From an optimization exercise on the open Yosys and OpenROAD flow, aimed at small area; shortcuts taken in it are not production practice. Where RTL was checked, it was by simulation tests only, not by an equivalence proof against the original. For runs 1 to 5, only the layout was checked, not whether the RTL still works. Power figures rest on the tool's default switching activity, not on a simulated workload.

### flow/design.v
module debouncer
(
	input 		noisy,
	input 		clock,
	output reg 	debounced
);
reg       last;
reg [2:0] run;    
always @ (posedge clock)
begin
	last <= noisy;
	if (noisy != last)
		run <= 3'd0;
	else if (run != 3'd7)
		run <= run + 3'd1;
	if (run == 3'd7)
		debounced <= ~last;
end
endmodule
module RXMajority3Filter
(
	input clockIN,
	input rxIN,
	output wire rxOUT
);
reg [2:0] rxLock;
assign rxOUT = (rxLock[0] & rxLock[1]) | (rxLock[0] & rxLock[2]) | (rxLock[1] & rxLock[2]);
always @(posedge clockIN)
begin
	rxLock <= {rxIN, rxLock[2:1]};
end
endmodule
module UART_RX
#(
	parameter CLOCK_FREQUENCY = 50_000_000,
	parameter BAUD_RATE       = 921600
)
(
	input  clockIN,
	input  RxResetIN,
	input  rxIN,
	output reg  rxFireOUT,
	output reg  rxBitOUT,
	output reg  [3:0] rxBitsOUT
);
localparam HALF_BAUD_CLK_REG_VALUE = (CLOCK_FREQUENCY / BAUD_RATE / 2 - 1);
localparam HALF_BAUD_CLK_REG_SIZE  = $clog2(HALF_BAUD_CLK_REG_VALUE);
reg [HALF_BAUD_CLK_REG_SIZE-1:0] rxClkCounter;
reg rxBaudClk;
wire rx;
wire rxIdle = (rxBitsOUT == 4'd15);
wire rxBaudTick = ~(rx & rxIdle) & (rxClkCounter == 0) & ~rxBaudClk;
RXMajority3Filter rxFilter
(
	.clockIN(clockIN),
	.rxIN(rxIN),
	.rxOUT(rx)
);
always @(posedge clockIN)
begin
	if(rx & rxIdle)
	begin
		rxClkCounter <= HALF_BAUD_CLK_REG_VALUE;
		rxBaudClk    <= 0;
	end
	else if(rxClkCounter == 0)
	begin
		rxClkCounter <= HALF_BAUD_CLK_REG_VALUE;
		rxBaudClk    <= ~rxBaudClk;
	end
	else
		rxClkCounter <= rxClkCounter - 1'b1;
end
always @(posedge clockIN)
begin
	rxFireOUT <= rxBaudTick & (rxBitsOUT == 4'd0) & rx & ~RxResetIN;
	if(RxResetIN)
		rxBitsOUT <= 4'd15;
	else if(rxBaudTick)
	begin
		rxBitOUT <= rx;
		if(rxIdle)
			rxBitsOUT <= 4'd8;
		else
			rxBitsOUT <= rxBitsOUT - 4'd1;
	end
end
endmodule
module LedDataSelector
(
	input wire clock,
	input wire reset,
	input wire [4:0] phase,
	input wire UART_RxFire,
	input wire UART_RxBit,
	input wire [3:0] UART_RxBits,
	input wire [1:0] ws_led,
	input wire ws_win,
	input wire ws_led_end,
	input wire [1:0] sk_led,
	input wire sk_win,
	input wire sk_led_end,
	output wire [3:0] wd,        
	output wire ws_we,           
	output wire sk_we,
	output wire ws_by,           
	output wire sk_by,
	output wire [1:0] by_led
);
reg [2:0] byte_idx;
reg [2:0] addr;
reg addr31;
reg wr;
reg [7:0] cb [0:3];
wire rx_data = ~UART_RxBits[3];            
wire slot_now = (phase[2:0] == UART_RxBits[2:0]);
genvar c;
generate
for (c = 0; c < 4; c = c + 1) begin : g_cb
	localparam [2:0] BYTE = (c == 0) ? 3'd5 : (c == 1) ? 3'd4 : (c == 2) ? 3'd6 : 3'd7;
	wire ins = rx_data & slot_now & (byte_idx == BYTE);
	always @(posedge clock)
		cb[c] <= {cb[c][0], cb[c][7:2], ins ? UART_RxBit : cb[c][1]};
	assign wd[c] = cb[c][1];
end
endgenerate
always @(posedge clock)
begin
	wr <= UART_RxFire & (byte_idx == 3'd7) & ~reset;
	if (reset)
		byte_idx <= 3'd0;
	else if (UART_RxFire)
		byte_idx <= byte_idx + 3'd1;
	if (byte_idx == 3'd0 && UART_RxBits == 4'd7) addr[0] <= UART_RxBit;
	if (byte_idx == 3'd0 && UART_RxBits == 4'd6) addr[1] <= UART_RxBit;
	if (byte_idx == 3'd0 && UART_RxBits == 4'd5) addr[2] <= UART_RxBit;
	if (byte_idx == 3'd3 && UART_RxBits == 4'd0) addr31 <= UART_RxBit;
end
reg pend, ch, sw_on, sw_half;
reg [1:0] tgt;
wire wr_ok   = wr & ~addr[2];    
wire a_win   = addr31 ? sk_win : ws_win;
wire a_end   = addr31 ? sk_led_end : ws_led_end;
wire [1:0] a_led = addr31 ? sk_led : ws_led;
wire blk     = wr_ok & a_win & ~a_end & ~reset & (a_led == addr[1:0]);
wire c_win   = ch ? sk_win : ws_win;
wire c_end   = ch ? sk_led_end : ws_led_end;
wire commit  = pend & (~c_win | c_end | reset);
wire start   = (wr_ok & ~blk) | commit;
wire at_last = (phase == {tgt, 3'd7});
always @(posedge clock)
begin
	if (wr_ok)
	begin
		tgt <= addr[1:0];
		ch <= addr31;
	end
	pend <= blk | (pend & ~commit);
	if (start)
	begin
		sw_on <= 1'b1;
		sw_half <= 1'b0;
	end
	else if (sw_on && at_last)
	begin
		if (sw_half)
			sw_on <= 1'b0;
		sw_half <= 1'b1;
	end
end
wire sw_here = sw_on & (phase[4:3] == tgt);
assign ws_we = sw_here & ~ch;
assign sk_we = sw_here & ch;
assign ws_by = sw_on & ~ch;
assign sk_by = sw_on & ch;
assign by_led = tgt;
endmodule
module RAM_2P
(
	input clock,
	input we,
	input wd,
	output tap0,
	output tap2
);
reg [31:0] q;
assign tap0 = we ? wd : q[1];
assign tap2 = q[17];
always @(posedge clock)
	q <= {q[0], q[31:2], tap0};
endmodule
module WS2812
#(
	parameter NCOL = 3,
	parameter NBITS = 8 * NCOL,
	parameter [5:0] T_CNT = 6'd35,   
	parameter [4:0] T_IDX = 5'd8,
	parameter [1:0] T_LED = 2'd0,
	parameter [2:0] T_EXT = 3'd6
)
(
	input wire clock,
	input wire reset,
	input wire [4:0] phase,
	input wire [2*NCOL-1:0] taps,    
	input wire [NCOL-1:0] wd,        
	input wire by,                   
	input wire [1:0] by_led,
	output reg [1:0] led,
	output reg [4:0] idx,
	output wire win,
	output wire led_end,
	output reg ws_data
);
reg gap, pre;
reg bit_val;    
wire [1:0] col_taps = taps[2*idx[4:3] +: 2];
always @(posedge clock)
	if (phase[3:0] == {led[0], idx[2:0]})
		bit_val <= (by && by_led == led) ? wd[idx[4:3]] : col_taps[phase[4] ^ led[1]];
reg [5:0] cnt;
reg [2:0] ext;
wire bit_end = ~pre & (cnt == 6'd62);
wire col_end = bit_end & (idx[2:0] == 3'd7);
wire led_last = col_end & (idx == NBITS - 1);
wire term = gap & ~pre & (cnt == T_CNT) & (idx == T_IDX) & (led == T_LED) & (ext == T_EXT);
assign win = ~gap & (~pre | (cnt >= 6'd61));
assign led_end = led_last & ~gap;
always @(posedge clock)
begin
	if (reset)
	begin
		ws_data <= 1'b0;
		gap <= 1'b0;
		pre <= 1'b1;
		cnt <= 6'd50;
		idx <= 5'd0;
		led <= 2'd0;
	end
	else
	begin
		ws_data <= ~gap & ~pre & (bit_val ? (cnt < 6'd56) : (cnt < 6'd22));
		if (term)
		begin
			gap <= 1'b0;
			pre <= 1'b1;
			cnt <= 6'd51;
			idx <= 5'd0;
			led <= 2'd0;
		end
		else if (pre)
		begin
			cnt <= cnt + 6'd1;
			if (cnt == 6'd62)
				pre <= 1'b0;
		end
		else if (led_last)
		begin
			idx <= 5'd0;
			led <= led + 2'd1;
			pre <= 1'b1;
			cnt <= 6'd51;
			if (led == 2'd3)
			begin
				gap <= 1'b1;
				ext <= gap ? ext + 3'd1 : 3'd0;
			end
		end
		else if (col_end)
		begin
			idx <= idx + 5'd1;
			cnt <= 6'd63;
		end
		else if (bit_end)
		begin
			idx <= idx + 5'd1;
			cnt <= 6'd0;
		end
		else
			cnt <= cnt + 6'd1;
	end
end
endmodule
module SK6812RGBW
(
	input wire clock,
	input wire reset,
	input wire [4:0] phase,
	input wire [7:0] taps,
	input wire [3:0] wd,
	input wire by,
	input wire [1:0] by_led,
	output wire [1:0] led,
	output wire win,
	output wire led_end,
	output wire ws_data
);
WS2812 #(.NCOL(4), .T_CNT(6'd44), .T_IDX(5'd9), .T_LED(2'd2), .T_EXT(3'd4)) ser
(
	.clock(clock),
	.reset(reset),
	.phase(phase),
	.taps(taps),
	.wd(wd),
	.by(by),
	.by_led(by_led),
	.led(led),
	.idx(),
	.win(win),
	.led_end(led_end),
	.ws_data(ws_data)
);
endmodule
module C10LP_TOP
(
	input SYS_CLK50M,
	input USER_PB0,
	input GPIO1,
	output ARDUINO_IO12,
	output ARDUINO_IO13
);
wire reset;
reg [4:0] phase;
always @(posedge SYS_CLK50M)
	phase <= phase + 5'd1;
wire rx_fire, rx_bit;
wire [3:0] rx_bits;
wire [3:0] wd;
wire ws_we, sk_we, ws_by, sk_by;
wire [1:0] by_led;
wire [1:0] ws_led, sk_led;
wire ws_win, sk_win, ws_led_end, sk_led_end;
wire [5:0] ws_taps;
wire [7:0] sk_taps;
debouncer db
(
	.noisy(USER_PB0),
	.clock(SYS_CLK50M),
	.debounced(reset)
);
UART_RX uart_rx_i
(
	.clockIN(SYS_CLK50M),
	.RxResetIN(reset),
	.rxIN(GPIO1),
	.rxFireOUT(rx_fire),
	.rxBitOUT(rx_bit),
	.rxBitsOUT(rx_bits)
);
LedDataSelector lds
(
	.clock(SYS_CLK50M),
	.reset(reset),
	.phase(phase),
	.UART_RxFire(rx_fire),
	.UART_RxBit(rx_bit),
	.UART_RxBits(rx_bits),
	.ws_led(ws_led),
	.ws_win(ws_win),
	.ws_led_end(ws_led_end),
	.sk_led(sk_led),
	.sk_win(sk_win),
	.sk_led_end(sk_led_end),
	.wd(wd),
	.ws_we(ws_we),
	.sk_we(sk_we),
	.ws_by(ws_by),
	.sk_by(sk_by),
	.by_led(by_led)
);
genvar c;
generate
for (c = 0; c < 3; c = c + 1) begin : g_ws
	RAM_2P ram (.clock(SYS_CLK50M), .we(ws_we), .wd(wd[c]), .tap0(ws_taps[2*c]), .tap2(ws_taps[2*c+1]));
end
for (c = 0; c < 4; c = c + 1) begin : g_sk
	RAM_2P ram (.clock(SYS_CLK50M), .we(sk_we), .wd(wd[c]), .tap0(sk_taps[2*c]), .tap2(sk_taps[2*c+1]));
end
endgenerate
WS2812 ws
(
	.clock(SYS_CLK50M),
	.reset(reset),
	.phase(phase),
	.taps(ws_taps),
	.wd(wd[2:0]),
	.by(ws_by),
	.by_led(by_led),
	.led(ws_led),
	.idx(),
	.win(ws_win),
	.led_end(ws_led_end),
	.ws_data(ARDUINO_IO12)
);
SK6812RGBW sk
(
	.clock(SYS_CLK50M),
	.reset(reset),
	.phase(phase),
	.taps(sk_taps),
	.wd(wd),
	.by(sk_by),
	.by_led(by_led),
	.led(sk_led),
	.win(sk_win),
	.led_end(sk_led_end),
	.ws_data(ARDUINO_IO13)
);
endmodule
### flow/run.sh
#!/bin/bash
# synth_recipe.tcl (not shown) runs the flow's synth.tcl, then flattens the netlist and writes it again
# the make line also repeats each setting of config.mk as NAME=value (left out here)
make -C /OpenROAD-flow-scripts/flow DESIGN_CONFIG=/design/flow/config.mk WORK_HOME=/design/flow/orfs CLKGATE_MAP_FILE= SYNTH_SCRIPT=/design/flow/synth_recipe.tcl finish
### flow/constraint.sdc
create_clock -name core_clock -period 20.0 [get_ports {SYS_CLK50M}]
set_input_delay 4.0000 -clock core_clock [delete_from_list [all_inputs] [get_ports {SYS_CLK50M}]]
set_output_delay 4.0000 -clock core_clock [all_outputs]
set_load 0.01 [all_outputs]
### flow/config.mk
export PLATFORM = sky130hd
export DESIGN_NAME = C10LP_TOP
export DESIGN_NICKNAME = C10LP_TOP
export VERILOG_FILES = /design/flow/design.v
export SDC_FILE = /design/flow/constraint.sdc
export NUM_CORES = 4
export LEC_CHECK = 0
export CAP_MARGIN = 20
export CORE_MARGIN = 2
export CORE_UTILIZATION = 40
export CTS_BUF_LIST = sky130_fd_sc_hd__clkbuf_4
export CTS_CLUSTER_SIZE = 30
export SLEW_MARGIN = 20
==> results of run 1 <==
## final cells by class
| cell class | count | area [um2] |
|---|---|---|
| Inverter | 28 | 105.1 |
| Sequential cell | 335 | 6877 |
| Clock inverter | 16 | 73.82 |
| Timing Repair Buffer | 4 | 40.04 |
| Antenna cell | 1 | 2.502 |
| Clock buffer | 116 | 870.8 |
| Fill cell | 2156 | 12640 |
| Multi-Input combinational cell | 328 | 2396 |
| Tap cell | 319 | 399.1 |
## metal layers
| metal | vias to the layer above | global-route usage [%] | share of wire, % |
|---|---|---|---|
| li1 | 2554 | - | - |
| met1 | 2377 | 14.89 | 48 |
| met2 | 91 | 17.27 | 44 |
| met3 | 33 | 4.626 | 4.9 |
| met4 | 0 | 7.079 | 2.8 |
| met5 | - | 0 | 0 |
## cell families after synthesis
group / Yosys count
flip-flops: 335
AND/OR/NAND/NOR: 162
AO/OA/AOI/OAI: 63
buffers and inverters: 46
XOR/XNOR: 44
adder cells (fa/ha/maj): 35
multiplexers: 24
## power by group through the flow
stage | Combinational, W | Clock (W) | Sequential [W]
after detailed placement | 0.00000914 | 0 | 0.000693
after floorplan | 0.00000745 | 0 | 0.000692
after global routing | 0.0000103 | 0.000563 | 0.000678
after global placement | 0.00000814 | 0 | 0.000693
after CTS | 0.00000920 | 0.000528 | 0.000678
final | 0.00000898 | 0.000504 | 0.000678
## flip-flops by register name, indices dropped and copies added (netlist names), 6 cells and up
name / cells
g_sk.ram.q: 128
g_ws.ram.q: 96
lds.cb: 32
sk.ser.cnt: 6
ws.cnt: 6
## final timing paths
path                                    from                           to  slack [ps]  depth (start not counted)
setup / recovery       ws.ws_data$_SDFF_PP0_                 ARDUINO_IO12       14520                          1
hold / removal     g_sk[0].ram.q[15]$_DFF_P_    g_sk[0].ram.q[14]$_DFF_P_         300                          0
setup reg to reg  sk.ser.idx[0]$_SDFFE_PP0P_  sk.ser.ext[2]$_SDFFCE_PN0P_       17530                          7
hold reg to reg    g_sk[0].ram.q[15]$_DFF_P_    g_sk[0].ram.q[14]$_DFF_P_         300                          0
## through the flow
stage	area (um2)	worst slack, ps
after floorplan	9480	15630
after global placement	9817	15100
after detailed placement	9817	15080
after CTS	10760	14430
after global routing	10760	14390
final	10760	14520
## cell usage after synthesis, types with 10 or more instances
master / number / area (um2)
a21oi_1: 15 / 75.07
and2_1: 10 / 62.56
dfxtp_1: 318 / 6366
edfxtp_1: 17 / 510.5
ha_1: 34 / 425.4
inv_1: 28 / 105.1
mux2_2: 11 / 123.9
nand2_1: 32 / 120.1
nand3_1: 14 / 70.07
nand4_1: 11 / 68.82
nor2_1: 40 / 150.1
o21ai_0: 19 / 95.09
xnor2_1: 20 / 175.2
xor2_1: 24 / 210.2
==> results.cfg, run 1 <==
[pwr]
cellLeakagePower_nw = 4.428
p_per_area_nw_per_um2 = 110.6
vdd_drop_max_uv = 39.24
seqPwrFrac_pct = 56.9
power_switching_w = 0.0002457
power_frac_clock_pct = 42.3
combPwrFrac_pct = 0.8
power_w = 0.001191
internal_power_w = 0.0009452
switching_share_pct = 20.63

[placed_design]
gp_congestion = 0.8108
dp_hpwl_mm = 8.895
placedCellCount = 1014
portBuffers = 4

[finish]
drive_gt1_share_pct = 17.53
fin_util_pct = 46.00
final_cells = 1147
nets = 816
syn_to_final_growth_pct = 13.54
final_cell_mix = 318 x dfxtp_1, 116 x clkbuf_4, 40 x nor2_1, 34 x ha_1, 32 x nand2_1
mostFrequentLayoutCell = dfxtp_1

[timing]
worst_pin_slew_ps = 848.7
rsz0062_at_grt = no
hold_violations = 0
setup_tns_ps = 0
holdWs_ps = 304.2
fin_skew_ps = 30.39
finalMaxSlewViolations = 0
slew_headroom_pct = 42.95
fmax_mhz = 182.6
fin_crit_ps = 5476
timing.final.crit_share_pct = 27.38
setup_viol = 0

[setup_path]
path_delay_family = buffers and inverters
worstPathArrival_ps = 1480
setup.worst_path.end_class = output pin
critPathSlowestCell = clkdlybuf4s50_1
path_cells = clkdlybuf4s50_1
start_kind = flip-flop
worst-path-buf-inv = 1
worstPathRequired_ps = 16000
critPathKind = reg -> out
cp_max_fo = 1
cpPeakStageDelay_ps = 530

[detailed_routing]
final_antenna_net_count = 0
wl_per_cell_um = 12.18
drtPass1Iterations = 4
drt_iter0_markers = 208
remaining_drc_errors = 0
vias = 5055
routed_wl_mm = 13.97
drt-vias-per-instance = 4.407

[clock_tree]
cts_sinks = 335
numCtsBuffers = 82
cts_tree = done
clk_latency_ps = 640
clockBufferDepth = 3
htreeDepth = 3
cts_resized = 0
cts-root-buf = clkbuf_4
clkTransAtPathRegs_ps = 70
cts-hold-fix-buffers = 0
post_cts_buffers = 0

[global_route]
grt_max_degree = 16
overflow = 0
grt_pass1_vias = 5119
grt_pass1_wl_mm = 23.30
track_usage_pct = 11.87
antenna_found_initial = 1

[yosys]
ys_ff_latch = 335
ys_seq_area_share_pct = 72.54
synth_edf_count = 17
synth_cell_types = 57
yosys.area_share.xor_xnor_pct = 4.065
synth_cells = 709
synth_mux_area_share_pct = 3.207
async_flop_share_pct = 0
ys.flop_type = dfxtp_1
synth-simple-area-share_pct = 9.225
synthAdderAreaFrac_pct = 4.593
syn_nets = 746
synth_top_family_by_area = simple AND/OR/NAND/NOR gates
synth-compound-area-share_pct = 4.184
synth.avg_cell_area_um2 = 13.37
netlist_area_um2 = 9480
yosys_warnings = 9

[floorplanning]
dieArea_um2 = 24950
die_w_um = 158.0
coreArea_um2 = 23400
start_util_pct = 40.51
num_rows = 56
die_h_um = 158.0
io_pins = 5

[worst_hold_path]
hold_path_class = reg -> reg

[job]
maxCapViolations = 0

[outcome]
status = timing/DRC/antenna clean
==> run 2, diff against run 1 <==
--- a/flow/config.mk
+++ b/flow/config.mk
@@ -9,5 +9,5 @@
 export CORE_MARGIN = 2
 export CORE_UTILIZATION = 40
-export CTS_BUF_LIST = sky130_fd_sc_hd__clkbuf_4
-export CTS_CLUSTER_SIZE = 30
+export CTS_BUF_LIST = sky130_fd_sc_hd__clkbuf_2
+export CTS_CLUSTER_SIZE = 20
 export SLEW_MARGIN = 20
==> results.cfg, run 2 <==
[outcome]
status = timing/DRC/antenna clean

[yosys]
syn_nets = 746
netlist_area_um2 = 9480
yosys_warnings = 9
ys_ff_latch = 335
synthTopCellsByCount = 318 x dfxtp_1, 40 x nor2_1, 34 x ha_1
ys.flop_type = dfxtp_1
synth_area_leaders = dfxtp_1 67%, edfxtp_1 5.4%, ha_1 4.5%
synth_edf_count = 17
synth_cells = 709
yosysTopAreaCellShare_pct = 67.15
async_flop_share_pct = 0
synth_top_area_cell = dfxtp_1
ys_seq_area_share_pct = 72.54
synth_cell_types = 57
synth.avg_cell_area_um2 = 13.37
yosysMostFrequentCell = dfxtp_1

[setup_path]
crit_path_end = ARDUINO_IO13
worstPathArrival_ps = 1620
reg2reg_depth = 7
setup.worst_path.end_class = output pin
rrSetupSlack_ps = 17530
critPathKind = reg -> out
worst-path-buf-inv = 1
worstPathRequired_ps = 16000
r2r-start = sk.ser.idx[0]$_SDFFE_PP0P_
start_kind = flip-flop
cp_max_fo = 1
cpPeakStageDelay_ps = 530
crit_cells = 1
path_cells = clkdlybuf4s50_1
startpoint = sk.ser.ws_data$_SDFF_PP0_
r2r_end = sk.ser.ext[2]$_SDFFCE_PN0P_
path_delay_family = buffers and inverters
critPathSlowestCell = clkdlybuf4s50_1

[clock_tree]
clockBufferDepth = 3
post_cts_buffers = 0
clk_latency_ps = 790
htreeDepth = 3
numCtsBuffers = 79
clkTransAtPathRegs_ps = 110
cts_resized = 0
cts_tree = done
cts_sinks = 335
cts-root-buf = clkbuf_2
cts-hold-fix-buffers = 0

[floorplanning]
die_w_um = 158.0
dieArea_um2 = 24950
io_pins = 5
coreArea_um2 = 23400
die_h_um = 158.0
start_util_pct = 40.51
num_rows = 56

[timing]
worst_pin_slew_ps = 859.2
finalMaxSlewViolations = 0
timing.final.crit_share_pct = 28.11
setup_tns_ps = 0
fin_crit_ps = 5623
hold_violations = 0
slew_headroom_pct = 42.72
setup_viol = 0
fmax_mhz = 177.8
fin_skew_ps = 33.43
rsz0062_at_grt = no

[detailed_routing]
remaining_drc_errors = 0
final_antenna_net_count = 0
vias = 5029
drtPass1Iterations = 4
wl_per_cell_um = 12.37
drt_iter0_markers = 174
drt-vias-per-instance = 4.369
routed_wl_mm = 14.24

[finish]
nets = 813
largest_register_ffs = 128
fin_area_um2 = 10570
mostFrequentLayoutCell = dfxtp_1
drive_gt1_share_pct = 17.45
reg.largest.list = g_sk.ram.q (128), g_ws.ram.q (96), lds.cb (32)
fillerInstances = 2179
top_register = g_sk.ram.q
final_cell_mix = 318 x dfxtp_1, 115 x clkbuf_2, 40 x nor2_1, 34 x ha_1, 32 x nand2_1
syn_to_final_growth_pct = 11.44

[global_route]
track_usage_pct = 12.06
grt_pass1_vias = 5146
grt_pass1_wl_mm = 23.65
grt_max_degree = 16
antenna_found_initial = 1
overflow = 0

[placed_design]
portBuffers = 4
placedInstanceArea_um2 = 9817
dp_hpwl_mm = 8.895
gp_congestion = 0.8108

[pwr]
vdd_drop_max_uv = 36.25
p_per_area_nw_per_um2 = 106.4
cellLeakagePower_nw = 4.413

[job]
maxCapViolations = 0

[worst_hold_path]
hold_path_class = reg -> reg
[run 2: cell counts after synthesis]
No cell type changed its count.
[run 2: how the worst min path moves through the flow]
stage                                      endpoint                       from  cells past startpoint
after floorplan           g_sk[0].ram.q[10]$_DFF_P_  g_sk[0].ram.q[11]$_DFF_P_                      0
after global placement         lds.cb[3][1]$_DFF_P_       lds.cb[3][2]$_DFF_P_                      0
after detailed placement   g_ws[1].ram.q[5]$_DFF_P_   g_ws[1].ram.q[6]$_DFF_P_                      0
after CTS                      lds.cb[1][7]$_DFF_P_       lds.cb[1][0]$_DFF_P_                      0
after global routing      g_ws[0].ram.q[26]$_DFF_P_  g_ws[0].ram.q[27]$_DFF_P_                      0
final                     g_sk[2].ram.q[14]$_DFF_P_  g_sk[2].ram.q[15]$_DFF_P_                      0
[run 2: cell families (layout without fill, tap and decap cells)]
group / Yosys count / after routing / share of synthesized area, %
compound gates: 63 / 63 / 4.184
xor+xnor: 44 / 44 / 4.065
fa+ha+maj: 35 / 35 / 4.593
buf+inv: 46 / 168 / 2.191
flops: 335 / 335 / 72.54
mux: 24 / 24 / 3.207
other cells: 0 / 1 / 0
simple gates: 162 / 162 / 9.226
[run 2: final cells by class]
class	instances	area (um2)	area share, %
sequential	335	6877	65.09
multi-input combinational	328	2396	22.68
clock buffer	115	575.6	5.448
tap	319	399.1	3.778
clock inverter	21	170.2	1.611
inverter	28	105.1	0.9948
timing repair buffer	4	40.04	0.3790
antenna	1	2.502	0.02369
[run 2: stage by stage]
step	power (W)	worst slack, ps	std cells	util, %	hold slack (ps)
2_1_floorplan	0.0006995	15630	709	-	309.6
3_3_place_gp	0.0007007	15100	1014	41.95	310.2
3_5_place_dp	0.0007022	15080	1014	41.95	312.1
4_1_cts	0.001147	14240	1150	45.13	300.5
5_1_grt	0.001183	14190	1151	45.15	313.8
6_report	0.001124	14380	1151	45.15	310.0
[run 2: routing by layer]
metal / vias up / global-route usage [%] / wire, um
li1: 2549 / - / -
met1: 2355 / 15.11 / 6855
met2: 87 / 17.70 / 6256
met3: 38 / 4.353 / 696
met4: 0 / 7.465 / 430
met5: - / 0 / 0
[run 2: power by group]
part,total [W],internal [W],switching (W)
clock,0.000437,0.000192,0.000245
combinational,0.00000898,0.00000457,0.00000441
sequential,0.000678,0.000675,0.00000275
total,0.00112,0.000872,0.000252
==> run 3, diff against run 2 <==
--- a/flow/design.v
+++ b/flow/design.v
@@ -193,7 +193,6 @@
 #(
 	parameter NCOL = 3,
-	parameter NBITS = 8 * NCOL,
-	parameter [5:0] T_CNT = 6'd35,   
-	parameter [4:0] T_IDX = 5'd8,
+	parameter [5:0] T_CNT = 6'd35,
+	parameter [4:0] T_IDX = 5'd8,    
 	parameter [1:0] T_LED = 2'd0,
 	parameter [2:0] T_EXT = 3'd6
@@ -203,36 +202,36 @@
 	input wire reset,
 	input wire [4:0] phase,
-	input wire [2*NCOL-1:0] taps,    
-	input wire [NCOL-1:0] wd,        
-	input wire by,                   
+	input wire [2*NCOL-1:0] taps,
+	input wire [NCOL-1:0] wd,
+	input wire by,
 	input wire [1:0] by_led,
 	output reg [1:0] led,
-	output reg [4:0] idx,
 	output wire win,
 	output wire led_end,
-	output reg ws_data
+	output wire ws_data
 );
-reg gap, pre;
-reg bit_val;    
+reg gap, pre, bit_val;
+reg [5:0] cnt;
+reg [4:0] idx;
+reg [2:0] ext;
 wire [1:0] col_taps = taps[2*idx[4:3] +: 2];
 always @(posedge clock)
 	if (phase[3:0] == {led[0], idx[2:0]})
 		bit_val <= (by && by_led == led) ? wd[idx[4:3]] : col_taps[phase[4] ^ led[1]];
-reg [5:0] cnt;
-reg [2:0] ext;
-wire bit_end = ~pre & (cnt == 6'd62);
+wire e62 = (cnt == 6'd62);
+wire bit_end = ~pre & e62;
 wire col_end = bit_end & (idx[2:0] == 3'd7);
-wire led_last = col_end & (idx == NBITS - 1);
-wire term = gap & ~pre & (cnt == T_CNT) & (idx == T_IDX) & (led == T_LED) & (ext == T_EXT);
-assign win = ~gap & (~pre | (cnt >= 6'd61));
+wire led_last = col_end & (idx[4:3] == NCOL - 1);
+wire term = gap & ~pre & (cnt == T_CNT) & ((idx & T_IDX) == T_IDX) & ((led & T_LED) == T_LED) & ((ext & T_EXT) == T_EXT);
+assign win = ~gap & (~pre | (cnt == 6'd61) | e62);
 assign led_end = led_last & ~gap;
+assign ws_data = ~gap & ~pre & (((cnt != 6'd0) & (cnt <= 6'd22)) | (bit_val & (cnt >= 6'd23) & (cnt <= 6'd56)));
 always @(posedge clock)
 begin
-	if (reset)
+	if (reset | term)
 	begin
-		ws_data <= 1'b0;
 		gap <= 1'b0;
 		pre <= 1'b1;
-		cnt <= 6'd50;
+		cnt <= {5'b11001, ~reset};
 		idx <= 5'd0;
 		led <= 2'd0;
@@ -240,25 +239,10 @@
 	else
 	begin
-		ws_data <= ~gap & ~pre & (bit_val ? (cnt < 6'd56) : (cnt < 6'd22));
-		if (term)
+		if (led_last)
 		begin
-			gap <= 1'b0;
 			pre <= 1'b1;
 			cnt <= 6'd51;
 			idx <= 5'd0;
-			led <= 2'd0;
-		end
-		else if (pre)
-		begin
-			cnt <= cnt + 6'd1;
-			if (cnt == 6'd62)
-				pre <= 1'b0;
-		end
-		else if (led_last)
-		begin
-			idx <= 5'd0;
 			led <= led + 2'd1;
-			pre <= 1'b1;
-			cnt <= 6'd51;
 			if (led == 2'd3)
 			begin
@@ -267,16 +251,12 @@
 			end
 		end
-		else if (col_end)
-		begin
-			idx <= idx + 5'd1;
-			cnt <= 6'd63;
-		end
-		else if (bit_end)
+		else
 		begin
-			idx <= idx + 5'd1;
-			cnt <= 6'd0;
+			if (pre & e62)
+				pre <= 1'b0;
+			cnt <= (bit_end & ~col_end) ? 6'd0 : cnt + 6'd1;
+			if (bit_end)
+				idx <= idx + 5'd1;
 		end
-		else
-			cnt <= cnt + 6'd1;
 	end
 end
@@ -306,5 +286,4 @@
 	.by_led(by_led),
 	.led(led),
-	.idx(),
 	.win(win),
 	.led_end(led_end),
@@ -388,5 +367,4 @@
 	.by_led(by_led),
 	.led(ws_led),
-	.idx(),
 	.win(ws_win),
 	.led_end(ws_led_end),
--- a/flow/config.mk
+++ b/flow/config.mk
@@ -9,5 +9,6 @@
 export CORE_MARGIN = 2
 export CORE_UTILIZATION = 40
-export CTS_BUF_LIST = sky130_fd_sc_hd__clkbuf_2
+export CTS_BUF_LIST = sky130_fd_sc_hd__clkbuf_8
+export CTS_CLUSTER_DIAMETER = 80
 export CTS_CLUSTER_SIZE = 20
 export SLEW_MARGIN = 20
==> results.cfg, run 3 <==
[placed_design]
portBuffers = 4
gp_congestion = 0.8207
dp_hpwl_mm = 8.533
placedCellCount = 952

[timing]
setup_viol = 0
timing.final.crit_share_pct = 34.43
fin_skew_ps = 34.23
slew_headroom_pct = 42.26
setup_tns_ps = 0
fmax_mhz = 145.2
worst_pin_slew_ps = 858.1
fin_crit_ps = 6885
finalMaxSlewViolations = 0
hold_violations = 0
rsz0062_at_grt = no

[yosys]
synthTopCellsByCount = 316 x dfxtp_1, 42 x nor2_1, 28 x xor2_1
yosysMostFrequentCell = dfxtp_1
yosys_warnings = 9
netlist_area_um2 = 9300
synth_cells = 678
ys_ff_latch = 333
synth_edf_count = 17
yosysTopAreaCellShare_pct = 68.02
async_flop_share_pct = 0
syn_nets = 707
synth.avg_cell_area_um2 = 13.72
synth_top_area_cell = dfxtp_1
synth_area_leaders = dfxtp_1 68%, edfxtp_1 5.5%, ha_1 3.5%
ys_seq_area_share_pct = 73.51
ys.flop_type = dfxtp_1
synth_cell_types = 66

[setup_path]
worstPathRequired_ps = 16000
path_cells = inv_1 > ha_1 > nor2b_1 > nand2b_1 > a21oi_1 > or3_1 > a211oi_1 > clkdlybuf4s50_1
worstPathArrival_ps = 2880
setup.worst_path.end_class = output pin
critPathSlowestCell = clkdlybuf4s50_1
cpPeakStageDelay_ps = 610
cp_max_fo = 6
start_kind = flip-flop
critPathKind = reg -> out

[detailed_routing]
routed_wl_mm = 13.05
final_antenna_net_count = 0
vias = 4563
remaining_drc_errors = 0
drt_iter0_markers = 324
wl_per_cell_um = 13.33
drt-vias-per-instance = 4.661
drtPass1Iterations = 5

[floorplanning]
num_rows = 55
coreArea_um2 = 22710
start_util_pct = 40.95
die_w_um = 156.5
dieArea_um2 = 24490
io_pins = 5
die_h_um = 156.5

[finish]
fillerInstances = 2051
multi_input_area_um2 = 2316
seqCellArea_um2 = 6837
top_register = g_sk.ram.q
drive_gt1_share_pct = 7.061
reg.largest.list = g_sk.ram.q (128), g_ws.ram.q (96), lds.cb (32)
nets = 718
final_cells = 979
final_cell_mix = 316 x dfxtp_1, 42 x nor2_1, 28 x xor2_1, 26 x nand2_1, 26 x ha_1
mostFrequentLayoutCell = dfxtp_1
antenna_cells = 0
largest_register_ffs = 128
syn_to_final_growth_pct = 6.955
fin_util_pct = 43.80

[clock_tree]
clockBufferDepth = 3
clkTransAtPathRegs_ps = 130
numCtsBuffers = 20
cts-hold-fix-buffers = 0
post_cts_buffers = 0
cts_tree = done
cts_resized = 0
cts-root-buf = clkbuf_8
clk_latency_ps = 550
cts_sinks = 333
htreeDepth = 1

[outcome]
status = timing/DRC/antenna clean

[job]
maxCapViolations = 0

[global_route]
track_usage_pct = 11.06
grt_max_degree = 22
grt_pass1_wl_mm = 22.08
grt_pass1_vias = 4566
antenna_found_initial = 0
overflow = 0

[pwr]
cellLeakagePower_nw = 3.937
power_w = 0.0009653
p_per_area_nw_per_um2 = 97.04
vdd_drop_max_uv = 61.92

[worst_hold_path]
hold_path_class = reg -> reg
[run 3: cell count changes after synthesis, moves of 4 or more]
cell and delta:
xor2_1 +4, nand2_1 -6, inv_1 -7, ha_1 -8, a21oi_1 -7, o21ai_0 -7
[run 3: final timing paths]
kind | from | endpoint | slack, ps | cells past startpoint
worst min register to register | g_sk[1].ram.q[7]$_DFF_P_ | g_sk[1].ram.q[6]$_DFF_P_ | 300 | 0
worst max-delay path | sk.ser.cnt[0]$_DFF_P_ | ARDUINO_IO13 | 13120 | 8
worst min-delay path | g_sk[1].ram.q[7]$_DFF_P_ | g_sk[1].ram.q[6]$_DFF_P_ | 300 | 0
worst max register to register | sk.ser.cnt[0]$_DFF_P_ | sk.ser.ext[1]$_SDFFCE_PN0P_ | 17850 | 7
[run 3: cells by family after synthesis]
group / count (synthesis) / share of synthesized area, %
xor gates and xnor gates: 47 / 4.507
AOI/OAI and AO/OA: 50 / 3.565
DFF: 333 / 73.51
buffers and inverters: 36 / 1.588
muxes: 28 / 3.915
adders and majority gates: 27 / 3.606
and+or+nand+nor: 157 / 9.310
[run 3: area by class of cell]
class                           count  area share [%]
Inverter                           21          0.7925
Multi-Input combinational cell    309           23.28
Clock buffer                       21           2.906
Tap cell                          285           3.585
Sequential cell                   333           68.73
Timing Repair Buffer                4          0.4025
Clock inverter                      6          0.3019
[run 3: per-layer routing]
metal  up-vias  part of all wire [%]  global-route usage [%]
li1       2275                     -                       -
met4         0                   2.8                   3.801
met1      2188                    48                   14.40
met2        68                    46                   18.33
met3        32                   3.7                   2.326
met5         -                     0                       0
[run 3: power breakdown]
part	internal, W	switching (W)	leakage (nW)
Combinational	0.00000453	0.00000486	1.05
Sequential	0.000671	0.00000273	2.71
Clock	0.0000977	0.000184	0.181
[run 3: critical path, delay by kind of cell (launching register included)]
| kind | cells | cell delay, ps |
|---|---|---|
| buf+inv | 2 | 710 |
| fa+ha+maj | 1 | 230 |
| compound gates | 2 | 380 |
| simple gates | 3 | 570 |
| flops | 1 | 440 |
[run 3: stage by stage]
step	hold WS [ps]	worst slack, ps	instance area (um2)
2_1_floorplan	309.6	14320	9300
3_3_place_gp	310.3	13790	9628
3_5_place_dp	312.1	13700	9628
4_1_cts	291.1	13040	9947
5_1_grt	291.9	12910	9947
6_report	300.8	13120	9947
==> run 4, diff against run 3 <==
--- a/flow/config.mk
+++ b/flow/config.mk
@@ -10,5 +10,5 @@
 export CORE_UTILIZATION = 40
 export CTS_BUF_LIST = sky130_fd_sc_hd__clkbuf_8
-export CTS_CLUSTER_DIAMETER = 80
-export CTS_CLUSTER_SIZE = 20
+export CTS_CLUSTER_DIAMETER = 60
+export CTS_CLUSTER_SIZE = 16
 export SLEW_MARGIN = 20
==> results.cfg, run 4 <==
[detailed_routing]
vias = 4607
final_antenna_net_count = 0
drt-vias-per-instance = 4.658
wl_per_cell_um = 13.35
remaining_drc_errors = 0
drt_iter0_markers = 301
routed_wl_mm = 13.21
drtPass1Iterations = 7

[finish]
nets = 724
syn_to_final_growth_pct = 8.207
antenna_cells = 0
fin_area_um2 = 10060
final_cells = 989
top_register = g_sk.ram.q
reg.largest.list = g_sk.ram.q (128), g_ws.ram.q (96), lds.cb (32)
drive_gt1_share_pct = 8.523
final_cell_mix = 316 x dfxtp_1, 42 x nor2_1, 28 x xor2_1, 27 x clkbuf_8
mostFrequentLayoutCell = dfxtp_1
largest_register_ffs = 128

[yosys]
yosysTopAreaCellShare_pct = 68.02
synth_cells = 678
async_flop_share_pct = 0
yosysMostFrequentCell = dfxtp_1
synth_top_area_cell = dfxtp_1
yosys_warnings = 9
ys_ff_latch = 333
syn_nets = 707
netlist_area_um2 = 9300
synth_cell_types = 66
synthTopCellsByCount = 316 x dfxtp_1, 42 x nor2_1, 28 x xor2_1
synth_area_leaders = dfxtp_1 68%, edfxtp_1 5.5%, ha_1 3.5%
ys.flop_type = dfxtp_1
synth.avg_cell_area_um2 = 13.72
synth_edf_count = 17
ys_seq_area_share_pct = 73.51

[floorplanning]
die_w_um = 156.5
num_rows = 55
dieArea_um2 = 24490
die_h_um = 156.5
io_pins = 5
coreArea_um2 = 22710
start_util_pct = 40.95

[timing]
worst_pin_slew_ps = 989.3
timing.final.crit_share_pct = 34.44
fin_skew_ps = 31.03
setup_viol = 0
slew_headroom_pct = 33.44
fin_crit_ps = 6887
setup_tns_ps = 0
hold_violations = 0
fmax_mhz = 145.2
finalMaxSlewViolations = 0
rsz0062_at_grt = no

[global_route]
track_usage_pct = 11.21
grt_pass1_wl_mm = 22.31
grt_pass1_vias = 4612
overflow = 0
grt_max_degree = 18
antenna_found_initial = 0

[pwr]
p_per_area_nw_per_um2 = 100.2
cellLeakagePower_nw = 3.996
vdd_drop_max_uv = 62.65

[setup_path]
cp_max_fo = 6
worstPathRequired_ps = 16000
worstPathArrival_ps = 2890
start_kind = flip-flop
critPathKind = reg -> out
setup.worst_path.end_class = output pin

[outcome]
status = timing/DRC/antenna clean

[clock_tree]
clk_latency_ps = 560
htreeDepth = 1
cts_resized = 0
clkTransAtPathRegs_ps = 100
post_cts_buffers = 0
cts_tree = done
numCtsBuffers = 26
clockBufferDepth = 3
cts_sinks = 333
cts-hold-fix-buffers = 0
cts-root-buf = clkbuf_8

[job]
maxCapViolations = 0

[worst_hold_path]
hold_path_class = reg -> reg

[placed_design]
placedCellCount = 952
gp_congestion = 0.8207
portBuffers = 4
dp_hpwl_mm = 8.533
placedInstanceArea_um2 = 9628
[run 4: critical path: stages, from the launching register on]
cell,delay (ps)
dfxtp_1,430
inv_1,90
ha_1,220
nor2b_1,150
nand2b_1,80
a21oi_1,60
or3_1,340
a211oi_1,330
clkdlybuf4s50_1,610
[run 4: cell families after synthesis]
group / share of synthesized area (%)
AO/OA/AOI/OAI: 3.565
XOR/XNOR: 4.507
adder cells (fa/ha/maj): 3.606
buffers and inverters: 1.588
flip-flops: 73.51
multiplexers: 3.915
AND/OR/NAND/NOR: 9.310
[run 4: worst paths after layout]
kind / startpoint / endpoint / slack, ps / cells after the start
max: sk.ser.cnt[0]$_DFF_P_ / ARDUINO_IO13 / 13110 / 8
min reg2reg: g_sk[0].ram.q[3]$_DFF_P_ / g_sk[0].ram.q[2]$_DFF_P_ / 320 / 0
max reg2reg: sk.ser.idx[0]$_SDFFE_PP0P_ / sk.ser.cnt[0]$_DFF_P_ / 17810 / 6
min: g_sk[0].ram.q[3]$_DFF_P_ / g_sk[0].ram.q[2]$_DFF_P_ / 320 / 0
[run 4: cell type report]
type / count / area, um2
fill: 2034 / 12650
sequential: 333 / 6837
multi-input combinational: 309 / 2316
clock buffer: 27 / 371.6
tap: 285 / 356.6
inverter: 21 / 78.83
clock inverter: 10 / 63.81
timing repair buffer: 4 / 40.04
[run 4: routing by layer]
layer / share of wire, % / GRT usage, % / up-vias / routed length, um
met3: 4.1 / 2.492 / 34 / 539
met2: 46 / 18.65 / 87 / 6075
met5: 0 / 0 / - / 0
met1: 47 / 14.41 / 2192 / 6231
li1: - / - / 2294 / -
met4: 2.7 / 3.976 / 0 / 360
[run 4: through the flow]
| step | hold WS [ps] | total power [W] | setup WS [ps] | utilization (%) |
|---|---|---|---|---|
| after floorplan | 309.6 | 0.0006953 | 14320 | - |
| after global placement | 310.3 | 0.0006965 | 13790 | 42.40 |
| after detailed placement | 312.1 | 0.0006983 | 13700 | 42.40 |
| after CTS | 327.5 | 0.001023 | 13060 | 44.31 |
| after global routing | 333.4 | 0.001049 | 12950 | 44.31 |
| final | 320.1 | 0.001008 | 13110 | 44.31 |
[run 4: where the power goes]
group	internal, W	switching (W)	leakage (nW)
registers	0.000671	0.00000274	2.71
clock network	0.000127	0.000198	0.240
logic	0.00000453	0.00000492	1.05
total	0.000802	0.000206	4.00
==> run 5, diff against run 4 <==
--- a/flow/config.mk
+++ b/flow/config.mk
@@ -9,6 +9,6 @@
 export CORE_MARGIN = 2
 export CORE_UTILIZATION = 40
-export CTS_BUF_LIST = sky130_fd_sc_hd__clkbuf_8
-export CTS_CLUSTER_DIAMETER = 60
-export CTS_CLUSTER_SIZE = 16
+export CTS_BUF_LIST = sky130_fd_sc_hd__clkbuf_16
+export CTS_CLUSTER_DIAMETER = 80
+export CTS_CLUSTER_SIZE = 30
 export SLEW_MARGIN = 20
==> results.cfg, run 5 <==
[pwr]
switching_share_pct = 19.64
seqPwrFrac_pct = 66.2
internal_power_w = 0.0008173
power_frac_clock_pct = 32.9
power_switching_w = 0.0001998
p_per_area_nw_per_um2 = 101.1
power_w = 0.001017
vdd_drop_max_uv = 61.96
cellLeakagePower_nw = 3.986
combPwrFrac_pct = 0.9

[timing]
fin_crit_ps = 6820
hold_violations = 0
rsz0062_at_grt = no
timing.final.crit_share_pct = 34.10
setup_viol = 0
setup_tns_ps = 0
worst_pin_slew_ps = 866.3
fmax_mhz = 146.6
setup_ws_ps = 13180
fin_skew_ps = 30.35
finalMaxSlewViolations = 0
slew_headroom_pct = 41.71

[clock_tree]
post_cts_buffers = 0
cts-hold-fix-buffers = 0
cts_tree = done
cts_sinks = 333
htreeDepth = 1
clk_latency_ps = 510
cts_resized = 0
cts-root-buf = clkbuf_16
numCtsBuffers = 15
clkTransAtPathRegs_ps = 100
clockBufferDepth = 3

[detailed_routing]
drt-vias-per-instance = 4.676
wl_per_cell_um = 13.26
drt_iter0_markers = 279
vias = 4559
drtPass1Iterations = 4
remaining_drc_errors = 0
final_antenna_net_count = 0
routed_wl_mm = 12.92

[setup_path]
cp_max_fo = 6
reg2reg_depth = 5
worstPathArrival_ps = 2820
setup.worst_path.end_class = output pin
start_kind = flip-flop
critPathKind = reg -> out
worstPathRequired_ps = 16000

[finish]
syn_to_final_growth_pct = 8.153
antenna_cells = 0
fillerInstances = 2030
top_register = g_sk.ram.q
drive_gt1_share_pct = 6.377
reg.largest.list = g_sk.ram.q (128), g_ws.ram.q (96), lds.cb (32)
mostFrequentLayoutCell = dfxtp_1
nets = 713
largest_register_ffs = 128
final_cell_mix = 316 x dfxtp_1, 42 x nor2_1, 28 x xor2_1
fin_util_pct = 44.29

[placed_design]
dp_hpwl_mm = 8.533
gp_congestion = 0.8207
portBuffers = 4
preCtsSetupSlack_ps = 13700

[floorplanning]
die_w_um = 156.5
coreArea_um2 = 22710
die_h_um = 156.5
num_rows = 55
start_util_pct = 40.95
io_pins = 5
dieArea_um2 = 24490

[global_route]
overflow = 0
grt_max_degree = 32
gr-usage-met1_pct = 14.13
antenna_found_initial = 0
use_met2_pct = 18.40
grt_pass1_vias = 4512
grt_pass1_wl_mm = 21.82
use_met3_pct = 2.215
track_usage_pct = 10.97
grt_most_used_layer = met2

[yosys]
synth_top_area_cell = dfxtp_1
async_flop_share_pct = 0
synth_area_leaders = dfxtp_1 68%, edfxtp_1 5.5%, ha_1 3.5%
ys.flop_type = dfxtp_1
ys_seq_area_share_pct = 73.51
ys_ff_latch = 333
synth.avg_cell_area_um2 = 13.72
syn_nets = 707
netlist_area_um2 = 9300
synthTopCellsByCount = 316 x dfxtp_1, 42 x nor2_1, 28 x xor2_1
yosysMostFrequentCell = dfxtp_1
yosysTopAreaCellShare_pct = 68.02
synth_cells = 678
yosys_warnings = 9
synth_edf_count = 17
synth_cell_types = 66

[job]
maxCapViolations = 0

[worst_hold_path]
hold_path_class = reg -> reg
min_path_cells = 0

[outcome]
status = timing/DRC/antenna clean
run 5: cell counts after synthesis:
No cell type changed its count.
run 5: worst max-delay path, cell delays in order, from the launching register on:
cell,delay [ps]
dfxtp_1,430
inv_1,90
ha_1,230
nor2b_1,150
nand2b_1,80
a21oi_1,60
or3_1,340
a211oi_1,330
clkdlybuf4s50_1,610
run 5: final timing paths:
check,end,from,slack [ps]
max reg2reg,sk.ser.bit_val$_DFFE_PN_,lds.tgt[1]$_DFFE_PP_,17860
min reg2reg,g_sk[3].ram.q[1]$_DFF_P_,g_sk[3].ram.q[2]$_DFF_P_,330
min,g_sk[3].ram.q[1]$_DFF_P_,g_sk[3].ram.q[2]$_DFF_P_,330
max,ARDUINO_IO13,sk.ser.cnt[0]$_DFF_P_,13180
run 5: power groups by stage:
stage | logic, W | registers, W | clock network (W)
2_1_floorplan | 0.00000731 | 0.000688 | 0
3_3_place_gp | 0.00000803 | 0.000688 | 0
3_5_place_dp | 0.00000937 | 0.000689 | 0
4_1_cts | 0.00000945 | 0.000674 | 0.000349
5_1_grt | 0.0000105 | 0.000674 | 0.000371
6_report | 0.00000935 | 0.000674 | 0.000334
run 5: layout make-up:
cell class	instances	area (um2)	area share [%]
sequential	333	6837	67.97
multi-input combinational	309	2316	23.03
clock buffer	15	375.4	3.732
tap	285	356.6	3.545
inverter	21	78.83	0.7837
clock inverter	8	55.05	0.5473
timing repair buffer	4	40.04	0.3981
run 5: per-stage QoR:
step                cells  hold slack, ps  area, um2
floorplan             678           309.6       9300
global placement      952           310.3       9628
detailed placement    952           312.1       9628
CTS                   975           331.3      10060
global route          975           338.6      10060
finish                975           328.0      10060
run 5: kinds of logic after synthesis:
| logic type | after synthesis | synth area share (%) |
|---|---|---|
| compound gates | 50 | 3.565 |
| flops | 333 | 73.51 |
| fa+ha+maj | 27 | 3.606 |
| mux | 28 | 3.915 |
| simple gates | 157 | 9.310 |
| buf+inv | 36 | 1.588 |
| xor+xnor | 47 | 4.507 |
run 5: layer usage:
layer  share of wire, %  vias up  wire length [um]
li1                   -     2277                 -
met1                 48     2189              6207
met2                 46       63              5915
met3                3.5       30               455
met4                2.7        0               345
met5                  0        -                 0
==> run 6, diff against run 5 <==
--- a/flow/design.v
+++ b/flow/design.v
@@ -95,10 +95,6 @@
 	input wire UART_RxBit,
 	input wire [3:0] UART_RxBits,
-	input wire [1:0] ws_led,
 	input wire ws_win,
-	input wire ws_led_end,
-	input wire [1:0] sk_led,
 	input wire sk_win,
-	input wire sk_led_end,
 	output wire [3:0] wd,        
 	output wire ws_we,           
@@ -140,13 +136,7 @@
 reg [1:0] tgt;
 wire wr_ok   = wr & ~addr[2];    
-wire a_win   = addr31 ? sk_win : ws_win;
-wire a_end   = addr31 ? sk_led_end : ws_led_end;
-wire [1:0] a_led = addr31 ? sk_led : ws_led;
-wire blk     = wr_ok & a_win & ~a_end & ~reset & (a_led == addr[1:0]);
-wire c_win   = ch ? sk_win : ws_win;
-wire c_end   = ch ? sk_led_end : ws_led_end;
-wire commit  = pend & (~c_win | c_end | reset);
+wire blk     = wr_ok & (addr31 ? sk_win : ws_win);
+wire commit  = pend & ~(ch ? sk_win : ws_win);
 wire start   = (wr_ok & ~blk) | commit;
-wire at_last = (phase == {tgt, 3'd7});
 always @(posedge clock)
 begin
@@ -162,5 +152,5 @@
 		sw_half <= 1'b0;
 	end
-	else if (sw_on && at_last)
+	else if (sw_on && phase == 5'd31)
 	begin
 		if (sw_half)
@@ -193,8 +183,8 @@
 #(
 	parameter NCOL = 3,
-	parameter [5:0] T_CNT = 6'd35,
-	parameter [4:0] T_IDX = 5'd8,    
-	parameter [1:0] T_LED = 2'd0,
-	parameter [2:0] T_EXT = 3'd6
+	parameter [5:0] T_CNT = 6'd35,   
+	parameter [4:0] T_IDX = 5'b10000,   
+	parameter [1:0] T_LED = 2'b00,      
+	parameter [2:0] T_EXT = 3'b111
 )
 (
@@ -202,17 +192,18 @@
 	input wire reset,
 	input wire [4:0] phase,
-	input wire [2*NCOL-1:0] taps,
-	input wire [NCOL-1:0] wd,
+	input wire [7:0] taps,
+	input wire [3:0] wd,
 	input wire by,
 	input wire [1:0] by_led,
 	output reg [1:0] led,
 	output wire win,
-	output wire led_end,
 	output wire ws_data
 );
-reg gap, pre, bit_val;
+localparam [4:0] IDX0 = (NCOL == 3) ? 5'd8 : 5'd0;
+reg pre, bit_val;
 reg [5:0] cnt;
 reg [4:0] idx;
 reg [2:0] ext;
+wire gap = |ext;
 wire [1:0] col_taps = taps[2*idx[4:3] +: 2];
 always @(posedge clock)
@@ -222,8 +213,7 @@
 wire bit_end = ~pre & e62;
 wire col_end = bit_end & (idx[2:0] == 3'd7);
-wire led_last = col_end & (idx[4:3] == NCOL - 1);
-wire term = gap & ~pre & (cnt == T_CNT) & ((idx & T_IDX) == T_IDX) & ((led & T_LED) == T_LED) & ((ext & T_EXT) == T_EXT);
+wire led_last = bit_end & (idx == 5'd31);
+wire term = ~pre & (cnt == T_CNT) & ((idx & T_IDX) == T_IDX) & ((led & T_LED) == T_LED) & ((ext & T_EXT) == T_EXT);
 assign win = ~gap & (~pre | (cnt == 6'd61) | e62);
-assign led_end = led_last & ~gap;
 assign ws_data = ~gap & ~pre & (((cnt != 6'd0) & (cnt <= 6'd22)) | (bit_val & (cnt >= 6'd23) & (cnt <= 6'd56)));
 always @(posedge clock)
@@ -231,32 +221,25 @@
 	if (reset | term)
 	begin
-		gap <= 1'b0;
 		pre <= 1'b1;
 		cnt <= {5'b11001, ~reset};
-		idx <= 5'd0;
-		led <= 2'd0;
+		{ext, led, idx} <= {5'd0, IDX0};
 	end
 	else
 	begin
+		if (led_last | (pre & e62))
+			pre <= ~pre;
 		if (led_last)
-		begin
-			pre <= 1'b1;
 			cnt <= 6'd51;
-			idx <= 5'd0;
-			led <= led + 2'd1;
-			if (led == 2'd3)
-			begin
-				gap <= 1'b1;
-				ext <= gap ? ext + 3'd1 : 3'd0;
-			end
-		end
+		else if (bit_end & ~col_end)
+			cnt <= 6'd0;
 		else
+			cnt <= cnt + 6'd1;
+		if (led_last)
 		begin
-			if (pre & e62)
-				pre <= 1'b0;
-			cnt <= (bit_end & ~col_end) ? 6'd0 : cnt + 6'd1;
-			if (bit_end)
-				idx <= idx + 5'd1;
+			idx <= IDX0;
+			{ext, led} <= {ext, led} + 5'd1;
 		end
+		else if (bit_end)
+			idx <= idx + 5'd1;
 	end
 end
@@ -267,5 +250,5 @@
 	input wire reset,
 	input wire [4:0] phase,
-	input wire [7:0] taps,
+	input wire [7:0] taps,     
 	input wire [3:0] wd,
 	input wire by,
@@ -273,8 +256,7 @@
 	output wire [1:0] led,
 	output wire win,
-	output wire led_end,
 	output wire ws_data
 );
-WS2812 #(.NCOL(4), .T_CNT(6'd44), .T_IDX(5'd9), .T_LED(2'd2), .T_EXT(3'd4)) ser
+WS2812 #(.NCOL(4), .T_CNT(6'd44), .T_IDX(5'b01001), .T_LED(2'b10), .T_EXT(3'b101)) ser
 (
 	.clock(clock),
@@ -287,5 +269,4 @@
 	.led(led),
 	.win(win),
-	.led_end(led_end),
 	.ws_data(ws_data)
 );
@@ -309,6 +290,6 @@
 wire [1:0] by_led;
 wire [1:0] ws_led, sk_led;
-wire ws_win, sk_win, ws_led_end, sk_led_end;
-wire [5:0] ws_taps;
+wire ws_win, sk_win;
+wire [7:0] ws_taps;    
 wire [7:0] sk_taps;
 debouncer db
@@ -335,10 +316,6 @@
 	.UART_RxBit(rx_bit),
 	.UART_RxBits(rx_bits),
-	.ws_led(ws_led),
 	.ws_win(ws_win),
-	.ws_led_end(ws_led_end),
-	.sk_led(sk_led),
 	.sk_win(sk_win),
-	.sk_led_end(sk_led_end),
 	.wd(wd),
 	.ws_we(ws_we),
@@ -351,5 +328,5 @@
 generate
 for (c = 0; c < 3; c = c + 1) begin : g_ws
-	RAM_2P ram (.clock(SYS_CLK50M), .we(ws_we), .wd(wd[c]), .tap0(ws_taps[2*c]), .tap2(ws_taps[2*c+1]));
+	RAM_2P ram (.clock(SYS_CLK50M), .we(ws_we), .wd(wd[c]), .tap0(ws_taps[2*c+2]), .tap2(ws_taps[2*c+3]));
 end
 for (c = 0; c < 4; c = c + 1) begin : g_sk
@@ -363,10 +340,9 @@
 	.phase(phase),
 	.taps(ws_taps),
-	.wd(wd[2:0]),
+	.wd({wd[2:0], 1'b0}),
 	.by(ws_by),
 	.by_led(by_led),
 	.led(ws_led),
 	.win(ws_win),
-	.led_end(ws_led_end),
 	.ws_data(ARDUINO_IO12)
 );
@@ -382,5 +358,4 @@
 	.led(sk_led),
 	.win(sk_win),
-	.led_end(sk_led_end),
 	.ws_data(ARDUINO_IO13)
 );
--- a/flow/config.mk
+++ b/flow/config.mk
@@ -9,6 +9,6 @@
 export CORE_MARGIN = 2
 export CORE_UTILIZATION = 40
-export CTS_BUF_LIST = sky130_fd_sc_hd__clkbuf_16
-export CTS_CLUSTER_DIAMETER = 80
-export CTS_CLUSTER_SIZE = 30
+export CTS_BUF_LIST = sky130_fd_sc_hd__clkbuf_8
+export CTS_CLUSTER_DIAMETER = 60
+export CTS_CLUSTER_SIZE = 16
 export SLEW_MARGIN = 20
==> results.cfg, run 6 <==
[setup_path]
worstPathRequired_ps = 16000
path_cells = inv_1 > ha_1 > inv_1 > o21ai_0 > nand2_1 > a22o_1 > a2111oi_0 > clkdlybuf4s50_1
rrSetupSlack_ps = 17730
setup.worst_path.end_class = output pin
critPathSlowestCell = clkdlybuf4s50_1
cpPeakStageDelay_ps = 620
critPathKind = reg -> out
start_kind = flip-flop
cpMostUsedCell = inv_1
worstPathArrival_ps = 2740
path_delay_family = compound AO/OA/AOI/OAI gates
worst-path-buf-inv = 3
cp_max_fo = 5

[timing]
finalMaxSlewViolations = 0
hold_violations = 0
timing.final.crit_share_pct = 33.68
setup_ws_ps = 13260
setup_tns_ps = 0
rsz0062_at_grt = no
fmax_mhz = 148.5
slew_headroom_pct = 60.62
fin_skew_ps = 32.49
setup_viol = 0
fin_crit_ps = 6736
worst_pin_slew_ps = 585.9

[pwr]
switching_share_pct = 20.13
combPwrFrac_pct = 1.0
power_switching_w = 0.0002049
internal_power_w = 0.0008132
p_per_area_nw_per_um2 = 102.0
seqPwrFrac_pct = 65.6
power_frac_clock_pct = 33.3
power_w = 0.001018
vdd_drop_max_uv = 44.80
cellLeakagePower_nw = 3.974

[global_route]
grt_max_degree = 18
grt_pass1_wl_mm = 22.44
grt_pass1_vias = 4492
antenna_found_initial = 0
track_usage_pct = 11.40
overflow = 0

[detailed_routing]
vias = 4489
drtPass1Iterations = 4
routed_wl_mm = 13.11
final_antenna_net_count = 0
remaining_drc_errors = 0
drt_iter0_markers = 212
wl_per_cell_um = 13.29
drt-vias-per-instance = 4.553

[finish]
fillerInstances = 2048
nets = 724
fin_area_um2 = 9977
final_cell_mix = 320 x dfxtp_1, 43 x nor2_1, 40 x nand2_1, 34 x xor2_1
top_register = g_sk.ram.q
largest_register_ffs = 128
mostFrequentLayoutCell = dfxtp_1
syn_to_final_growth_pct = 8.608
reg.largest.list = g_sk.ram.q (128), g_ws.ram.q (96), lds.cb (32)
antenna_cells = 0
drive_gt1_share_pct = 7.989

[clock_tree]
cts_sinks = 331
cts-hold-fix-buffers = 0
post_cts_buffers = 0
clockBufferDepth = 3
clk_latency_ps = 560
clkTransAtPathRegs_ps = 90
cts_resized = 0
numCtsBuffers = 26
cts-root-buf = clkbuf_8
htreeDepth = 1
cts_tree = done

[floorplanning]
io_pins = 5
start_util_pct = 40.70
die_h_um = 155.5
dieArea_um2 = 24190
num_rows = 55
die_w_um = 155.5
coreArea_um2 = 22570

[yosys]
synth_cells = 679
yosysMostFrequentCell = dfxtp_1
synth_top_area_cell = dfxtp_1
synth_cell_types = 59
synthTopCellsByCount = 320 x dfxtp_1, 43 x nor2_1, 40 x nand2_1
async_flop_share_pct = 0
ys.flop_type = dfxtp_1
netlist_area_um2 = 9186
ys_ff_latch = 331
synth_area_leaders = dfxtp_1 70%, ha_1 3.8%, edfxtp_1 3.6%
yosysTopAreaCellShare_pct = 69.74
syn_nets = 710
ys_seq_area_share_pct = 73.33
yosys_warnings = 11
synth_edf_count = 11
synth.avg_cell_area_um2 = 13.53

[job]
maxCapViolations = 0

[worst_hold_path]
hold_path_class = reg -> reg

[placed_design]
gp_congestion = 0.7989
preCtsSetupSlack_ps = 13800
portBuffers = 4
placedInstanceArea_um2 = 9510
dp_hpwl_mm = 8.416

[outcome]
status = timing/DRC/antenna clean
==> run 6: worst paths after layout <==
kind | cells past startpoint | startpoint | to
worst max-delay path | 8 | ws.cnt[0]$_DFF_P_ | ARDUINO_IO12
worst min-delay path | 0 | g_ws[0].ram.q[16]$_DFF_P_ | g_ws[0].ram.q[15]$_DFF_P_
worst min register to register | 0 | g_ws[0].ram.q[16]$_DFF_P_ | g_ws[0].ram.q[15]$_DFF_P_
worst max register to register | 5 | lds.tgt[1]$_DFFE_PP_ | ws.bit_val$_DFFE_PN_
==> run 6: kinds of logic (layout without fill, tap and decap cells) <==
group	Yosys count	in the layout	share of synthesized area (%)
AOI/OAI and AO/OA	47	47	3.432
buffers and inverters	40	62	1.689
DFF	331	331	73.33
and+or+nand+nor	153	153	8.921
muxes	29	29	3.773
adders and majority gates	29	29	3.923
xor gates and xnor gates	50	50	4.931
==> run 6: metal layers <==
layer  vias up  GRT usage [%]  part of all wire [%]
met5         -              0                     0
met4         0          3.888                   2.4
met3        26          2.417                   3.6
met2        57          18.44                    45
met1      2140          15.27                    49
li1       2266              -                     -
==> run 6: final cells by class <==
| cell class | instances | area, um2 | share of cell area [%] |
|---|---|---|---|
| clock inverters | 8 | 81.33 | 0.8151 |
| inverters | 22 | 82.58 | 0.8277 |
| well taps | 285 | 356.6 | 3.574 |
| multi-input cells | 308 | 2295 | 23.00 |
| clock buffers | 28 | 385.4 | 3.863 |
| repair buffers | 4 | 40.04 | 0.4013 |
| flip-flops and latches | 331 | 6736 | 67.52 |
==> run 6: power by group through the flow <==
stage          Clock (W)  Sequential (W)  Combinational (W)
5_1_grt         0.000381        0.000669          0.0000118
6_report        0.000339        0.000668          0.0000104
4_1_cts         0.000355        0.000668          0.0000106
3_3_place_gp           0        0.000683         0.00000912
3_5_place_dp           0        0.000684          0.0000106
2_1_floorplan          0        0.000683         0.00000841
==> run 6: through the flow <==
step	util, %	instances	hold WS [ps]
3_5_place_dp	42.13	950	312.1
6_report	44.20	986	321.9
4_1_cts	44.20	986	315.4
2_1_floorplan	-	679	309.6
3_3_place_gp	42.13	950	310.0
5_1_grt	44.20	986	336.0
==> run 6: worst reg2reg max path: stages, from the launching register on <==
cell      delay [ps]
edfxtp_1         490
xor2_2           210
nor3_2           360
mux4_2           570
a221oi_2         260
o31ai_2          110
==> run 7, diff against run 6 <==
--- a/flow/config.mk
+++ b/flow/config.mk
@@ -9,6 +9,6 @@
 export CORE_MARGIN = 2
 export CORE_UTILIZATION = 40
-export CTS_BUF_LIST = sky130_fd_sc_hd__clkbuf_8
-export CTS_CLUSTER_DIAMETER = 60
-export CTS_CLUSTER_SIZE = 16
+export CTS_BUF_LIST = sky130_fd_sc_hd__clkbuf_16
+export CTS_CLUSTER_DIAMETER = 80
+export CTS_CLUSTER_SIZE = 30
 export SLEW_MARGIN = 20
==> results.cfg, run 7 <==
[outcome]
status = timing/DRC/antenna clean

[yosys]
synth_mux_area_share_pct = 3.773
yosys.area_share.xor_xnor_pct = 4.931
syn_nets = 710
synth-simple-area-share_pct = 8.921
async_flop_share_pct = 0
synth_top_family_by_area = simple AND/OR/NAND/NOR gates
ys_seq_area_share_pct = 73.33
synthTopCellsByCount = 320 x dfxtp_1, 43 x nor2_1, 40 x nand2_1
yosysMostFrequentCell = dfxtp_1
netlist_area_um2 = 9186
synth_area_leaders = dfxtp_1 70%, ha_1 3.8%, edfxtp_1 3.6%
synth.avg_cell_area_um2 = 13.53
synthAdderAreaFrac_pct = 3.923
synth-compound-area-share_pct = 3.432
synth_cells = 679
yosys_warnings = 11
synth_cell_types = 59
synth_top_area_cell = dfxtp_1
ys.flop_type = dfxtp_1
ys_ff_latch = 331
yosysTopAreaCellShare_pct = 69.74
synth_edf_count = 11

[setup_path]
cpPeakStageDelay_ps = 620
worstPathArrival_ps = 2700
r2r_end = ws.bit_val$_DFFE_PN_
path_cells = inv_1 > ha_1 > inv_1 > o21ai_0 > nand2_1 > a22o_1 > a2111oi_0 > clkdlybuf4s50_1
startpoint = ws.cnt[0]$_DFF_P_
rrSetupSlack_ps = 17740
cp_max_fo = 5
r2r-start = lds.tgt[1]$_DFFE_PP_
start_kind = flip-flop
crit_path_end = ARDUINO_IO12
worst-path-buf-inv = 3
crit_cells = 8
critPathSlowestCell = clkdlybuf4s50_1
path_delay_family = compound AO/OA/AOI/OAI gates
worstPathRequired_ps = 16000
setup.worst_path.end_class = output pin
critPathKind = reg -> out
reg2reg_depth = 5
cpMostUsedCell = inv_1

[timing]
timing.final.crit_share_pct = 33.52
slew_headroom_pct = 61.03
fin_crit_ps = 6703
fmax_mhz = 149.2
worst_pin_slew_ps = 579.7
setup_viol = 0
rsz0062_at_grt = no
fin_skew_ps = 15.75
finalMaxSlewViolations = 0
setup_tns_ps = 0
hold_violations = 0

[clock_tree]
cts_resized = 0
cts-root-buf = clkbuf_16
clockBufferDepth = 3
clk_latency_ps = 500
cts-hold-fix-buffers = 0
clkTransAtPathRegs_ps = 100
cts_sinks = 331
htreeDepth = 1
cts_tree = done
numCtsBuffers = 15
post_cts_buffers = 0

[worst_hold_path]
hold_path_class = reg -> reg
min_path_cells = 0

[global_route]
grt_pass1_wl_mm = 22.18
track_usage_pct = 11.30
antenna_found_initial = 0
overflow = 0
grt_pass1_vias = 4387
grt_max_degree = 32

[finish]
nets = 713
antenna_cells = 0
drive_gt1_share_pct = 5.831
mostFrequentLayoutCell = dfxtp_1
top_register = g_sk.ram.q
final_cell_mix = 320 x dfxtp_1, 43 x nor2_1, 40 x nand2_1, 34 x xor2_1, 28 x ha_1
reg.largest.list = g_sk.ram.q (128), g_ws.ram.q (96), lds.cb (32)
syn_to_final_growth_pct = 8.336
largest_register_ffs = 128

[detailed_routing]
routed_wl_mm = 13.01
vias = 4428
drt_iter0_markers = 159
drtPass1Iterations = 5
remaining_drc_errors = 0
drt-vias-per-instance = 4.560
wl_per_cell_um = 13.40
final_antenna_net_count = 0

[placed_design]
gp_congestion = 0.7989
portBuffers = 4
dp_hpwl_mm = 8.416

[pwr]
vdd_drop_max_uv = 60.40
p_per_area_nw_per_um2 = 102.7
cellLeakagePower_nw = 3.948
power_w = 0.001023

[floorplanning]
num_rows = 55
start_util_pct = 40.70
die_h_um = 155.5
die_w_um = 155.5
io_pins = 5
coreArea_um2 = 22570
dieArea_um2 = 24190

[job]
maxCapViolations = 0
==> run 7: cell counts after synthesis <==
Identical to the previous run, type by type.
==> run 7: cell type report <==
type	instances	area [um2]
Sequential cell	331	6736
Timing Repair Buffer	4	40.04
Clock buffer	15	375.4
Fill cell	2030	12620
Tap cell	285	356.6
Inverter	22	82.58
Clock inverter	6	66.31
Multi-Input combinational cell	308	2295
==> run 7: per-stage QoR <==
| step | hold WS [ps] | cell area [um2] | setup WS (ps) | cells | utilization [%] |
|---|---|---|---|---|---|
| 2_1_floorplan | 309.6 | 9186 | 14320 | 679 | - |
| 3_3_place_gp | 310.0 | 9510 | 13860 | 950 | 42.13 |
| 3_5_place_dp | 312.1 | 9510 | 13800 | 950 | 42.13 |
| 4_1_cts | 329.9 | 9952 | 13230 | 971 | 44.09 |
| 5_1_grt | 337.0 | 9952 | 12980 | 971 | 44.09 |
| 6_report | 326.8 | 9952 | 13300 | 971 | 44.09 |
==> run 7: routing by layer <==
layer	vias to the layer above	share of wire (%)	global-route usage, %
li1	2248	-	-
met1	2116	49	15.42
met2	42	45	18.29
met4	0	2.0	3.539
met3	22	4.0	2.139
met5	-	0	0
==> run 7: worst min path at each step <==
stage                               from  slack [ps]                         to
2_1_floorplan  g_sk[0].ram.q[11]$_DFF_P_         310  g_sk[0].ram.q[10]$_DFF_P_
3_3_place_gp        lds.cb[1][6]$_DFF_P_         310       lds.cb[1][5]$_DFF_P_
3_5_place_dp    g_sk[0].ram.q[6]$_DFF_P_         310   g_sk[0].ram.q[5]$_DFF_P_
4_1_cts             lds.cb[3][2]$_DFF_P_         330       lds.cb[3][1]$_DFF_P_
5_1_grt         g_sk[0].ram.q[4]$_DFF_P_         340   g_sk[0].ram.q[3]$_DFF_P_
6_report        g_sk[0].ram.q[4]$_DFF_P_         330   g_sk[0].ram.q[3]$_DFF_P_
==> run 7: worst reg2reg max path: cells and delay by family, from the launching register on <==
kind             cells  cell delay [ps]
AO/OA/AOI/OAI        2              370
XOR/XNOR             1              210
flip-flops           1              490
multiplexers         1              570
AND/OR/NAND/NOR      1              360
==> run 7: logic make-up after synthesis <==
group / Yosys count
muxes: 29
xor gates and xnor gates: 50
AOI/OAI and AO/OA: 47
buffers and inverters: 40
and+or+nand+nor: 153
DFF: 331
adders and majority gates: 29
==> run 7: where the power goes <==
part / internal (W) / switching, W
clock: 0.000153 / 0.000190
combinational: 0.00000510 / 0.00000534
sequential: 0.000665 / 0.00000315

Check on run 7: ideal ports give 13.297 ns setup slack; a clkbuf_16 on the clock port and buf_2 on the inputs give 13.253 ns; moving port delays by the midpoint clock arrival (0.530 ns) as well gives 13.783 ns.
